Source: an optimization exercise on an open RTL-to-GDS flow (aim: small area, a short achievable clock period and few clock cycles per item). Production flows keep margins and buffers that such runs may drop.
Function was checked by simulation only, so behaviour that the tests miss may differ from the original.

<file path="flow/config.mk">
export PLATFORM = sky130hd
export DESIGN_NAME = rasterizer
export DESIGN_NICKNAME = rasterizer
export VERILOG_FILES = /design/flow/design.v
export SDC_FILE = /design/flow/constraint.sdc
export NUM_CORES = 8
export LEC_CHECK = 0
export CAP_MARGIN = 20
export CORE_MARGIN = 2
export CORE_UTILIZATION = 40
export SLEW_MARGIN = 20
</file>
<file path="flow/constraint.sdc">
create_clock -name core_clock -period 16.0 [get_ports {clk}]
set_input_delay 3.2000 -clock core_clock [delete_from_list [all_inputs] [get_ports {clk}]]
set_output_delay 3.2000 -clock core_clock [all_outputs]
set_load 0.01 [all_outputs]
</file>
<file path="flow/design.v">
module edge_function (
    input  wire signed [10:0] v0_x,   
    input  wire signed [10:0] v0_y,   
    input  wire signed [10:0] v1_x,   
    input  wire signed [10:0] v1_y,   
    input  wire signed [10:0] px,     
    input  wire signed [10:0] py,     
    output reg signed [21:0]  result  
);
wire signed [10:0] dy = v0_y - v1_y;   
wire signed [10:0] dx = v1_x - v0_x;   
wire signed [21:0] term1 = dy * px;            
wire signed [21:0] term2 = dx * py;            
wire signed [21:0] term3 = v0_x * v1_y;        
wire signed [21:0] term4 = v1_x * v0_y;        
always @(*) begin
    result = term1 + term2 + term3 - term4;
end
endmodule
module rasterizer (
    input  wire        clk,
    input  wire        rst_n,
    input  wire [9:0]  v0_x,
    input  wire [9:0]  v0_y,
    input  wire [9:0]  v1_x,
    input  wire [9:0]  v1_y,
    input  wire [9:0]  v2_x,
    input  wire [9:0]  v2_y,
    input  wire [23:0] color,
    input  wire        start,       
    output reg         busy,        
    output reg         done,        
    output reg  [18:0] fb_addr,
    output reg  [23:0] fb_data,
    output reg         fb_write
);
localparam IDLE       = 3'd0;
localparam CALC_BBOX  = 3'd1;
localparam RASTER     = 3'd2;
localparam WRITE_PIX  = 3'd3;
localparam DONE_STATE = 3'd4;
reg [2:0] state;
reg [9:0] min_x, max_x;
reg [9:0] min_y, max_y;
reg [9:0] curr_x, curr_y;
wire signed [21:0] e0, e1, e2;
wire inside_tri;
wire signed [10:0] sv0_x = {1'b0, v0_x};
wire signed [10:0] sv0_y = {1'b0, v0_y};
wire signed [10:0] sv1_x = {1'b0, v1_x};
wire signed [10:0] sv1_y = {1'b0, v1_y};
wire signed [10:0] sv2_x = {1'b0, v2_x};
wire signed [10:0] sv2_y = {1'b0, v2_y};
wire signed [10:0] scurr_x = {1'b0, curr_x};
wire signed [10:0] scurr_y = {1'b0, curr_y};
edge_function edge0 (
    .v0_x(sv0_x), .v0_y(sv0_y),
    .v1_x(sv1_x), .v1_y(sv1_y),
    .px(scurr_x), .py(scurr_y),
    .result(e0)
);
edge_function edge1 (
    .v0_x(sv1_x), .v0_y(sv1_y),
    .v1_x(sv2_x), .v1_y(sv2_y),
    .px(scurr_x), .py(scurr_y),
    .result(e1)
);
edge_function edge2 (
    .v0_x(sv2_x), .v0_y(sv2_y),
    .v1_x(sv0_x), .v1_y(sv0_y),
    .px(scurr_x), .py(scurr_y),
    .result(e2)
);
assign inside_tri = ((e0 >= 0) && (e1 >= 0) && (e2 >= 0)) ||
                ((e0 <= 0) && (e1 <= 0) && (e2 <= 0));
function [9:0] min3;
    input [9:0] a, b, c;
    begin
        min3 = (a < b) ? ((a < c) ? a : c) : ((b < c) ? b : c);
    end
endfunction
function [9:0] max3;
    input [9:0] a, b, c;
    begin
        max3 = (a > b) ? ((a > c) ? a : c) : ((b > c) ? b : c);
    end
endfunction
function [9:0] clamp_x;
    input [9:0] a;
    begin
        clamp_x = (a > 10'd639) ? 10'd639 : a;
    end
endfunction
function [9:0] clamp_y;
    input [9:0] a;
    begin
        clamp_y = (a > 10'd479) ? 10'd479 : a;
    end
endfunction
always @(posedge clk or negedge rst_n) begin
    if (!rst_n) begin
        state    <= IDLE;
        busy     <= 1'b0;
        done     <= 1'b0;
        fb_write <= 1'b0;
        curr_x   <= 10'd0;
        curr_y   <= 10'd0;
        min_x    <= 10'd0;
        max_x    <= 10'd0;
        min_y    <= 10'd0;
        max_y    <= 10'd0;
        fb_addr  <= 19'd0;
        fb_data  <= 24'd0;
    end else begin
        case (state)
            IDLE: begin
                done <= 1'b0;
                fb_write <= 1'b0;
                if (start) begin
                    busy <= 1'b1;
                    state <= CALC_BBOX;
                end
            end
            CALC_BBOX: begin
                min_x <= clamp_x(min3(v0_x, v1_x, v2_x));
                max_x <= clamp_x(max3(v0_x, v1_x, v2_x));
                min_y <= clamp_y(min3(v0_y, v1_y, v2_y));
                max_y <= clamp_y(max3(v0_y, v1_y, v2_y));
                curr_x <= clamp_x(min3(v0_x, v1_x, v2_x));
                curr_y <= clamp_y(min3(v0_y, v1_y, v2_y));
                state <= RASTER;
            end
            RASTER: begin
                if (inside_tri) begin
                    fb_addr <= curr_y * 10'd640 + curr_x;
                    fb_data <= color;
                    state <= WRITE_PIX;
                end else begin
                    if (curr_x >= max_x) begin
                        curr_x <= min_x;
                        if (curr_y >= max_y) begin
                            state <= DONE_STATE;
                        end else begin
                            curr_y <= curr_y + 10'd1;
                        end
                    end else begin
                        curr_x <= curr_x + 10'd1;
                    end
                end
            end
            WRITE_PIX: begin
                fb_write <= 1'b1;
                if (curr_x >= max_x) begin
                    curr_x <= min_x;
                    if (curr_y >= max_y) begin
                        state <= DONE_STATE;
                    end else begin
                        curr_y <= curr_y + 10'd1;
                        state <= RASTER;
                    end
                end else begin
                    curr_x <= curr_x + 10'd1;
                    state <= RASTER;
                end
            end
            DONE_STATE: begin
                fb_write <= 1'b0;
                busy <= 1'b0;
                done <= 1'b1;
                state <= IDLE;
            end
            default: state <= IDLE;
        endcase
    end
end
endmodule
</file>
<file path="flow/run.sh">
#!/bin/bash
# synth_recipe.tcl (not shown) runs the flow's synth.tcl, then flattens the netlist and writes it again
# the make line also repeats each setting of config.mk as NAME=value (left out here)
make -C /OpenROAD-flow-scripts/flow DESIGN_CONFIG=/design/flow/config.mk WORK_HOME=/design/flow/orfs CLKGATE_MAP_FILE= SYNTH_SCRIPT=/design/flow/synth_recipe.tcl finish
</file>
==> run summary <==
[through the flow]
stage	cells	TNS, ns
after global placement	8654	-25.98
after global routing	8682	-0.2351
final	8685	0
after detailed placement	8654	-27.83
after floorplan	6344	0
after CTS	8675	0
[per-layer routing]
layer | vias up | global-route usage [%] | part of all wire [%]
met1 | 23440 | 36.02 | 42
met3 | 333 | 3.704 | 6.8
met2 | 1507 | 43.39 | 47
li1 | 20311 | - | -
met4 | 2 | 9.113 | 4.3
met5 | - | 0 | 0.0063
[flip-flops by register name, summed over array words and instances (netlist names), 3 cells and up]
register and cells:
curr_x 10, curr_y 10, fb_addr 19, fb_data 24, max_x 10, max_y 10
min_x 10, state 3
[cells in the mapped netlist, drive strengths merged (15+ instances only)]
library cell / number
nor2: 627
inv: 1363
and2: 496
or3: 17
dfrtp: 99
a21o: 53
o21ai: 133
xnor2: 155
nor2b: 75
o21bai: 26
nand2b: 40
ha: 698
nor3: 46
buf: 37
a21boi: 17
o211ai: 31
fa: 1235
a211oi: 16
o21a: 26
nand2: 362
xor2: 73
clkinv: 23
nand4: 15
a31oi: 36
a21oi: 168
clkbuf: 178
o22ai: 18
nand3: 33
mux2: 46
[cell type report]
type	count	share of cell area (%)
diodes	3	0.01157
clock inverters	7	0.1369
multi-input cells	4645	75.70
repair buffers	633	8.283
clock buffers	9	0.3470
flip-flops and latches	99	3.821
well taps	1903	3.668
inverters	1386	8.033
[cell usage in the layout (no fill, tap or decap), types with 18 or more instances in the layout]
master	n
nor2_1	624
xor2_1	72
nand3_1	33
mux2_2	41
nor3_1	45
clkinv_1	21
o21a_1	26
ha_1	696
inv_1	1357
nand2b_1	40
nand2_1	362
fa_1	1229
a21oi_1	162
and2_1	495
a21o_1	53
o22ai_1	18
o21bai_1	25
dfrtp_1	97
a31oi_1	35
clkdlybuf4s50_1	125
o21ai_0	120
buf_4	476
o211ai_1	31
xnor2_1	154
nor2b_1	74
[cells by family after synthesis]
kind of cell	count (synthesis)	share of synthesized area (%)
AO/OA/AOI/OAI	643	7.276
multiplexers	55	1.059
AND/OR/NAND/NOR	1785	15.11
XOR/XNOR	228	3.478
flip-flops	99	4.315
buffers and inverters	1601	10.49
adder cells (fa/ha/maj)	1933	58.27
[worst max-delay path by stage]
stage | from | to | slack [ns] | cells past startpoint
floorplan | v1_y[1] | curr_x[1]$_DFFE_PN0P_ | 0.29 | 47
detailed placement | v1_y[2] | fb_data[9]$_DFFE_PN0P_ | -0.51 | 46
global route | v0_x[3] | curr_x[9]$_DFFE_PN0P_ | -0.03 | 46
CTS | v0_y[1] | curr_x[6]$_DFFE_PN0P_ | 0.01 | 49
global placement | v1_y[2] | fb_data[10]$_DFFE_PN0P_ | -0.48 | 47
finish | v0_x[3] | curr_x[9]$_DFFE_PN0P_ | 0.40 | 46
[worst min-delay path, cell delays in order (launching register included)]
cell,delay (ns)
dfrtp_1,0.35
nand2_1,0.05
o31ai_1,0.05
[timing repair]
item                                   in CTS  in global routing
cloned                                      1                  3
resized for setup                          14                 69
setup endpoints to repair                  46                 66
pin swaps                                   8                 45
buffers inserted                            4                  6
endpoints found under the hold margin       0                  0
==> impl_metrics.py <==
metrics = {
    "status": {
        "status": "finished clean",
    },
    "cts": {
        "hold_buffers": 0,
        "cts-root-buf": "clkbuf_16",
        "clk_path_buf_depth": 2,
        "numClockSinks": 99,
        "htree_levels": 3,
        "cts_made_buffers": 9,
        "cts_tree": "yes",
        "clkSlewWorstSetupHoldPaths_ns": 0.09,
        "clock_latency_ns": 0.40,
    },
    "grt": {
        "grt-ovfl-total": 0,
        "grt_max_degree": 55,
        "grt_first_pass_wirelength_um": 293300,
        "grt_pass1_vias": 47964,
        "grt_antenna_before_repair": 10,
        "track_usage_pct": 26.52,
    },
    "placed_design": {
        "dpl_cell_area_mm2": 0.06418,
        "dp_hpwl_um": 163500,
        "gpl.final_weighted_congestion": 0.9824,
        "dp_slack_ns": -0.5138,
        "io_buffers": 132,
    },
    "timing": {
        "hold_viol_final": 0,
        "hold_ws_ns": 0.4850,
        "setup_viol": 0,
        "post-route-min-period_ns": 15.60,
        "setup_slack_ns": 0.4019,
        "max_freq_ghz": 0.06411,
        "fin_skew_ns": 0.03016,
        "finalCritPeriodShare_pct": 97.49,
        "finalMaxSlewViolations": 0,
        "tightest_slew_ns": 1.240,
        "relSlewSlack_pct": 17.03,
    },
    "synth": {
        "synth_largest_area_cell": "fa_1",
        "syn-cell-area_mm2": 0.05742,
        "synth_top_area_share_pct": 43.06,
        "yosys_most_used_dff": "dfrtp_1",
        "netlist_instances": 6344,
        "avgSynthCellArea_um2": 9.050,
        "yosysWarnings": 2,
        "yosys-top-cells-area": "fa_1 43%, ha_1 15%, inv_1 8.9%",
        "synth-seq-cells": 99,
        "async_flop_share_pct": 100.0,
        "yosysSeqAreaShare_pct": 4.315,
        "syn-num-nets": 8364,
        "synth_edf_count": 0,
        "ys_types": 74,
    },
    "finish": {
        "drive_above_1_share_pct": 9.293,
        "finalInstanceArea_mm2": 0.06491,
        "layout-area-overhead-vs-synth_pct": 13.05,
        "multiInputGateArea_mm2": 0.04913,
        "nets": 8794,
        "final_util_pct": 45.40,
        "nFillCells": 14001,
        "seq_area_mm2": 0.002480,
    },
    "hold_path": {
        "worstHoldStart": "max_x[7]$_DFFE_PN0P_",
        "holdCritPathClass": "reg -> reg",
        "whs_endpoint": "max_x[7]$_DFFE_PN0P_",
        "min_path_cells": 2,
    },
    "routing": {
        "ant_nets": 0,
        "first_pass_iters": 6,
        "via_per_inst": 5.250,
        "remaining_drc_errors": 0,
        "wl_per_cell_um": 22.03,
        "via_count": 45593,
        "dr.first_iter.drc_count": 2996,
        "drt_wl_total_um": 191400,
    },
    "critical_path": {
        "reg2reg_depth": 27,
        "cp_num_buf_inv": 12,
        "cp_top_family": "adder cells",
        "crit-reg2reg-capture": "curr_x[9]$_DFFE_PN0P_",
        "crit_path_start_kind": "input port",
        "cp.required_ns": 16.26,
        "slowest_stage": "fa_1",
        "end_kind": "flop",
        "cp_common_cell": "fa_1",
        "crit_fanout": 7,
        "path_class": "in -> reg",
        "arrival_ns": 15.86,
        "worst-r2r-setup-slack_ns": 6.25,
        "max_stage_delay_ns": 0.57,
        "reg2reg_from": "curr_x[2]$_DFFE_PN0P_",
    },
    "floorplan": {
        "dieHeight_um": 382.9,
        "io_pins": 133,
        "die_w_um": 382.9,
        "core-area_mm2": 0.1430,
        "rows": 139,
        "start_util_pct": 40.16,
        "die_area_mm2": 0.1466,
    },
    "run": {
        "drv_cap": 0,
    },
}
Testbench counts, summed over its fixed seeds: cycles 1,918,835, triangles 2,400.

[separate check: timing with driven ports]
In the flow no input, the clock included, has a driving cell. The finished layout below was timed again as built, in two steps.
Step 1 (the two cells are an assumption about what drives the block):
set clk [get_ports {clk}]
set_driving_cell -lib_cell sky130_fd_sc_hd__clkbuf_16 $clk
set_driving_cell -lib_cell sky130_fd_sc_hd__buf_2 [delete_from_list [all_inputs] $clk]
Step 2, shift: input delay + t, output delay - t, t = (earliest + latest rising clock arrival at the registers) / 2. This alone moves slack from input paths to output paths.
Slacks: ideal / step 1 / step 2; pairs: ideal / step 1.
t (ns): 0.447
setup slack, ns: 0.402 / 0.433 / -0.014
hold WS [ns]: 0.485 / 0.485 / 0.485
Met with ideal ports but missed after step 2: setup timing in this run. For this run, drivers alone change the setup slack by +0.031 ns; drivers and shift together by -0.416 ns.
